Context: an optimization exercise on an open-source flow, tuned for small area, a short achievable clock period and few clock cycles per item. The choices shown serve that exercise and are no tape-out recipe.
No driver is modelled on the clock port, so clocking that relies on it looks cheaper here than on a real chip.

==> inputs of quartz <==
Design booth_fsm, start of the top module:
module booth_fsm
# (parameter DATAWIDTH = 32)
(
  input                        clk,
  input                        rstn,
  input                        en,
  input        [DATAWIDTH-1:0] multiplier,
  input        [DATAWIDTH-1:0] multiplicand,
  output reg                   done,
  output reg [2*DATAWIDTH-1:0] product
);
wire [31:0] A = multiplicand;
wire [31:0] B = multiplier;
wire one0_0;
wire two0_0;
wire one0_1;
wire two0_1;
wire pp0_0;
wire pp0_1;
wire pp0_2;
wire pp0_3;
wire pp0_4;
wire pp0_5;
wire pp0_6;
wire pp0_7;
wire pp0_8;
wire pp0_9;
wire pp0_10;
wire pp0_11;
wire pp0_12;
wire pp0_13;
wire pp0_14;
wire pp0_15;
wire pp0_16;
wire pp0_17;
wire pp0_18;
wire pp0_19;
wire pp0_20;
wire pp0_21;
wire pp0_22;
wire pp0_23;
wire pp0_24;
wire pp0_25;
wire pp0_26;
wire pp0_27;
wire pp0_28;
wire pp0_29;
wire pp0_30;
wire pp0_31;
wire pp0_32;
wire one1_0;
wire two1_0;
wire one1_1;
wire two1_1;
wire pp1_0;
wire pp1_1;
wire pp1_2;
wire pp1_3;
wire pp1_4;
wire pp1_5;
wire pp1_6;
wire pp1_7;
wire pp1_8;
wire pp1_9;
wire pp1_10;
wire pp1_11;
wire pp1_12;
wire pp1_13;
wire pp1_14;
wire pp1_15;
wire pp1_16;
wire pp1_17;
wire pp1_18;
wire pp1_19;
wire pp1_20;
wire pp1_21;
wire pp1_22;
wire pp1_23;
wire pp1_24;
wire pp1_25;
wire pp1_26;
wire pp1_27;
wire pp1_28;
wire pp1_29;
wire pp1_30;
wire pp1_31;
wire pp1_32;
wire one2_0;
wire two2_0;
wire one2_1;
wire two2_1;
wire pp2_0;
wire pp2_1;
wire pp2_2;
wire pp2_3;
wire pp2_4;
wire pp2_5;
wire pp2_6;
wire pp2_7;
wire pp2_8;
wire pp2_9;
wire pp2_10;
wire pp2_11;
wire pp2_12;
wire pp2_13;
  ...
clock: 6.0 ns
lec_check: 0
cap_margin: 20
core_margin: 2
core_utilization: 40
slew_margin: 20
synth_hierarchical: 1
standard.sh (not shown) runs the stock make flow with config.mk's settings and CLKGATE_MAP_FILE= SYNTH_SCRIPT=/design/flow/synth_recipe.tcl, a recipe that flattens the netlist after the stock synthesis.
==> flow/flow/run.sh <==
#!/bin/bash
# Own layout flow: the standard ORFS flow with three changes.
#  - ports are buffered with a plain buffer (buf_2) instead of the delay
#    buffer buffer_ports picks by default; every port still gets a buffer;
#  - before floorplanning, combinational cells that synthesis upsized are set
#    back to their smallest drive strength (registers are left alone); the
#    resizer then upsizes only what timing needs;
#  - before clock tree synthesis the buffers that timing-driven placement
#    added inside the design are taken out again and only slew, capacitance
#    and fanout are repaired (flow/rebuffer.tcl); the usual timing repair
#    after clock tree synthesis and global routing then does the rest.
# Each ORFS step writes its full log under orfs/logs/; make's output goes to
# standard.log here.
set -euo pipefail
here=$(pwd)
export BUFFER_PORTS_ARGS="-buffer_cell sky130_fd_sc_hd__buf_2"
export PRE_FLOORPLAN_TCL="$here/flow/downsize.tcl"
export PRE_CTS_TCL="$here/flow/rebuffer.tcl"
bash standard.sh > "$here/standard.log" 2>&1
==> flow/flow/rebuffer.tcl <==
# Before clock tree synthesis: take out the buffers that timing-driven global
# placement inserted inside the design (port buffers stay), fix slew,
# capacitance and fanout again, and legalize; the repair after clock tree
# synthesis then buffers or sizes only the paths that need it.
set_dont_use $::env(DONT_USE_CELLS)
set n 0
set block [ord::get_db_block]
foreach inst [$block getInsts] {
  if {![string match place* [$inst getName]]} { continue }
  set in_it [$inst findITerm A]
  set out_it [$inst findITerm X]
  if {$in_it eq "NULL" || $out_it eq "NULL"} { continue }
  set in_net [$in_it getNet]
  set out_net [$out_it getNet]
  if {[llength [$out_net getBTerms]] > 0} { continue }
  foreach it [$out_net getITerms] {
    if {[$it getInst] eq $inst} { continue }
    $it disconnect
    $it connect $in_net
  }
  $in_it disconnect
  $out_it disconnect
  odb::dbInst_destroy $inst
  odb::dbNet_destroy $out_net
  incr n
}
puts "rebuffer: removed $n placement buffers"
estimate_parasitics -placement
repair_design -cap_margin $::env(CAP_MARGIN) -slew_margin $::env(SLEW_MARGIN)
detailed_placement
Other scripts of this flow, unchanged in this note and not shown: flow/flow/downsize.tcl
==> inputs of umber, as changes to quartz <==
--- a/flow/flow/run.sh
+++ b/flow/flow/run.sh
@@ -1,3 +1,3 @@
 #!/bin/bash
-# Own layout flow: the standard ORFS flow with three changes.
+# Own layout flow: the standard ORFS flow with two changes.
 #  - ports are buffered with a plain buffer (buf_2) instead of the delay
@@ -8,7 +8,3 @@
 #  - before clock tree synthesis the buffers that timing-driven placement
-#    added inside the design are taken out again and only slew, capacitance
-#    and fanout are repaired (flow/rebuffer.tcl); the usual timing repair
-#    after clock tree synthesis and global routing then does the rest.
-# Each ORFS step writes its full log under orfs/logs/; make's output goes to
-# standard.log here.
+#    added are taken out again (flow/rebuffer.tcl).
 set -euo pipefail
--- a/flow/flow/rebuffer.tcl
+++ b/flow/flow/rebuffer.tcl
@@ -5,2 +5,5 @@
 set_dont_use $::env(DONT_USE_CELLS)
+# the repair after clock tree synthesis aims for some slack, as routed
+# wires come out slower than their placement estimates
+set ::env(SETUP_SLACK_MARGIN) 0.3
 set n 0
==> inputs of zinc, as changes to quartz <==
==> flow/flow/run.sh (replaced) <==
#!/bin/bash
# Own layout flow: the standard ORFS flow with two changes.
#  - ports are buffered with a plain buffer (buf_2) instead of the delay
#    buffer buffer_ports picks by default; every port still gets a buffer;
#  - before floorplanning, combinational cells that synthesis upsized are set
#    back to their smallest drive strength (registers are left alone); the
#    resizer then upsizes only what timing needs.
set -euo pipefail
here=$(pwd)
export BUFFER_PORTS_ARGS="-buffer_cell sky130_fd_sc_hd__buf_2"
export PRE_FLOORPLAN_TCL="$here/flow/downsize.tcl"
bash standard.sh > "$here/standard.log" 2>&1
removed: flow/flow/rebuffer.tcl
==> qor summary <==
item	quartz	umber	zinc
Result of the run	complete, no violations	complete, no violations	complete, no violations
Global-route usage over all layers	28.65%	30.09%	28.78%
Clock-cell share of area	0.9125%	0.9094%	0.8317%
Setup slack after layout	131.5 ps	110.4 ps	132.5 ps
Post-CTS setup buffers	84	154	0
Vias in the first global route	24510	25170	26150
Final critical-path share of the clock period	97.81%	98.16%	97.79%
Post-route core utilization	51.43%	51.60%	56.42%
Transition time at the pin with the least slew margin	854.6 ps	860.3 ps	616.5 ps
M2 GR Usage	47.11%	50.17%	47.25%
Non-clk bufs	299	331	875
First-pass GRT wire length	148200 µm	154200 µm	150500 µm
GR Layer Usage met3	3.211%	3.812%	3.930%
No functional check of the RTL was part of any run of this note.

---

==> inputs of 02-10 <==
Another version of the RTL of booth_fsm (not shown whole).
export LEC_CHECK = 0
export CAP_MARGIN = 20
export CORE_MARGIN = 2
export CORE_UTILIZATION = 40
export SLEW_MARGIN = 20
export SYNTH_HIERARCHICAL = 1
create_clock -name core_clock -period 6.0 [get_ports {clk}]
==> flow/flow/run.sh <==
#!/bin/bash
# Own layout flow: the standard ORFS flow with two changes.
#  - ports are buffered with a plain buffer (buf_2) instead of the delay
#    buffer buffer_ports picks by default; every port still gets a buffer;
#  - before floorplanning, combinational cells that synthesis upsized are set
#    back to their smallest drive strength (registers are left alone); the
#    resizer then upsizes only what timing needs.
set -euo pipefail
here=$(pwd)
export BUFFER_PORTS_ARGS="-buffer_cell sky130_fd_sc_hd__buf_2"
export PRE_FLOORPLAN_TCL="$here/flow/downsize.tcl"
bash standard.sh > "$here/standard.log" 2>&1
==> flow/flow/downsize.tcl <==
# Set every combinational cell to the smallest-area cell of the library with
# the same function and pins (registers, clock, tap and tie cells unchanged).
set lib_cells [get_lib_cells */sky130_fd_sc_hd__*]
proc base_name {name} {
  if {[regexp {^(sky130_fd_sc_hd__[a-z0-9]+)_[0-9]+$} $name -> b]} { return $b }
  return ""
}
set area_of [dict create]
set group [dict create]
foreach c $lib_cells {
  set n [get_name $c]
  set b [base_name $n]
  if {$b eq ""} { continue }
  if {[get_property $c dont_use]} { continue }
  dict set area_of $n [get_property $c area]
  dict lappend group $b $n
}
set n_changed 0
foreach inst [get_cells *] {
  set m [get_name [get_lib_cells -of_objects $inst]]
  set b [base_name $m]
  if {$b eq "" || ![dict exists $group $b]} { continue }
  if {[regexp {(df|dl|sdf|edf|clk|conb|tap|fill|decap|buf|inv|probe|lpflow)} $b]} { continue }
  set best $m
  set best_area [dict get $area_of $m]
  foreach cand [dict get $group $b] {
    set a [dict get $area_of $cand]
    if {$a < $best_area || ($a == $best_area && [string match *_1 $cand])} {
      set best $cand
      set best_area $a
    }
  }
  if {$best ne $m} {
    replace_cell $inst $best
    incr n_changed
  }
}
puts "downsize: $n_changed cells set to their smallest drive strength"
==> inputs of 03-12, as changes to 02-10 <==
--- a/flow/config.mk
+++ b/flow/config.mk
@@ -8,5 +8,6 @@
 export CAP_MARGIN = 20
 export CORE_MARGIN = 2
 export CORE_UTILIZATION = 40
+export PLACE_DENSITY = 0.75
 export SLEW_MARGIN = 20
 export SYNTH_HIERARCHICAL = 1
==> inputs of 10-04, as changes to 02-10 <==
--- a/flow/flow/run.sh
+++ b/flow/flow/run.sh
@@ -4,9 +4,12 @@
 #    buffer buffer_ports picks by default; every port still gets a buffer;
 #  - before floorplanning, combinational cells that synthesis upsized are set
 #    back to their smallest drive strength (registers are left alone); the
-#    resizer then upsizes only what timing needs.
+#    resizer then upsizes only what timing needs;
+#  - before clock tree synthesis the buffers that timing-driven placement
+#    added are taken out again (flow/rebuffer.tcl).
 set -euo pipefail
 here=$(pwd)
 export BUFFER_PORTS_ARGS="-buffer_cell sky130_fd_sc_hd__buf_2"
 export PRE_FLOORPLAN_TCL="$here/flow/downsize.tcl"
+export PRE_CTS_TCL="$here/flow/rebuffer.tcl"
 bash standard.sh > "$here/standard.log" 2>&1
==> flow/flow/rebuffer.tcl (new file) <==
# Before clock tree synthesis: take out the buffers that timing-driven global
# placement inserted inside the design (port buffers stay), fix slew,
# capacitance and fanout again, and legalize; the repair after clock tree
# synthesis then buffers or sizes only the paths that need it.
set_dont_use $::env(DONT_USE_CELLS)
# the repair after clock tree synthesis aims for some slack, as routed
# wires come out slower than their placement estimates
set ::env(SETUP_SLACK_MARGIN) 0.3
set n 0
set block [ord::get_db_block]
foreach inst [$block getInsts] {
  if {![string match place* [$inst getName]]} { continue }
  set in_it [$inst findITerm A]
  set out_it [$inst findITerm X]
  if {$in_it eq "NULL" || $out_it eq "NULL"} { continue }
  set in_net [$in_it getNet]
  set out_net [$out_it getNet]
  if {[llength [$out_net getBTerms]] > 0} { continue }
  foreach it [$out_net getITerms] {
    if {[$it getInst] eq $inst} { continue }
    $it disconnect
    $it connect $in_net
  }
  $in_it disconnect
  $out_it disconnect
  odb::dbInst_destroy $inst
  odb::dbNet_destroy $out_net
  incr n
}
puts "rebuffer: removed $n placement buffers"
estimate_parasitics -placement
repair_design -cap_margin $::env(CAP_MARGIN) -slew_margin $::env(SLEW_MARGIN)
detailed_placement
==> notes.md <==
item                                                02-10                       03-12        10-04
Outcome                          timing/DRC/antenna clean  complete, but fails checks  timing/DRC/antenna clean
Layout check failures                                   -                setup timing            -
Post-route clock period utilization                0.9801                       1.001       0.9732
Min cycle time layout                             5880 ps                     6007 ps      5839 ps
Sum of routed wire length over all layers        93.91 mm                    90.25 mm     96.77 mm
Post-route non-filler standard cell count            4437                        4461         4030
Area used by multi-input combinational logic    24220 um2                   24320 um2    25030 um2
Total vias in the final route                       25242                       25770        24213
Worst stage delay on the critical path             540 ps                      450 ps       370 ps
Max clock buf depth                                     2                           2            -
Final setup margin                               119.5 ps                   -7.075 ps     160.6 ps
Endpoint of the worst setup timing path       product[53]                 product[53]  product[62]
Function was not checked in any run of this note: the RTL went through the layout flow alone.

-- re-timing with driven ports --
In the flow no input, the clock included, has a driving cell. The finished layouts below were timed again as built, in two steps. Step 1, drivers: a clkbuf_16 drives clk and a buf_2 each remaining input, both assumed. Step 2 adds t to the input delays and takes it off the output delays; t is the mean of the earliest and latest rising clock arrival at the registers after step 1. Input paths then give back, and output paths get back, about the clock's delay inside the block. Three values: ideal ports, drivers, drivers and shift; two values: the first two.
| run | shift t [ns] | setup slack, ns | latest minus earliest clock arrival (ns) |
|---|---|---|---|
| quartz | 0.394 | 0.132 / -0.092 / -0.486 | 0.017 / 0.017 |
| umber | 0.390 | 0.110 / -0.122 / -0.512 | 0.016 / 0.016 |
| zinc | 0.392 | 0.132 / 0.138 / -0.254 | 0.022 / 0.022 |
| 02-10 | 0.449 | 0.120 / 0.120 / -0.329 | 0.014 / 0.014 |
| 03-12 | 0.457 | -0.007 / 0.022 / -0.435 | 0.014 / 0.014 |
| 10-04 | 0.463 | 0.161 / 0.016 / -0.447 | 0.014 / 0.014 |
With both steps, setup timing fails in 5 of these runs, where it was met with ideal ports. The setup slack of umber, which loses most, moves by -0.232 ns with the drivers and by -0.622 ns with both steps.
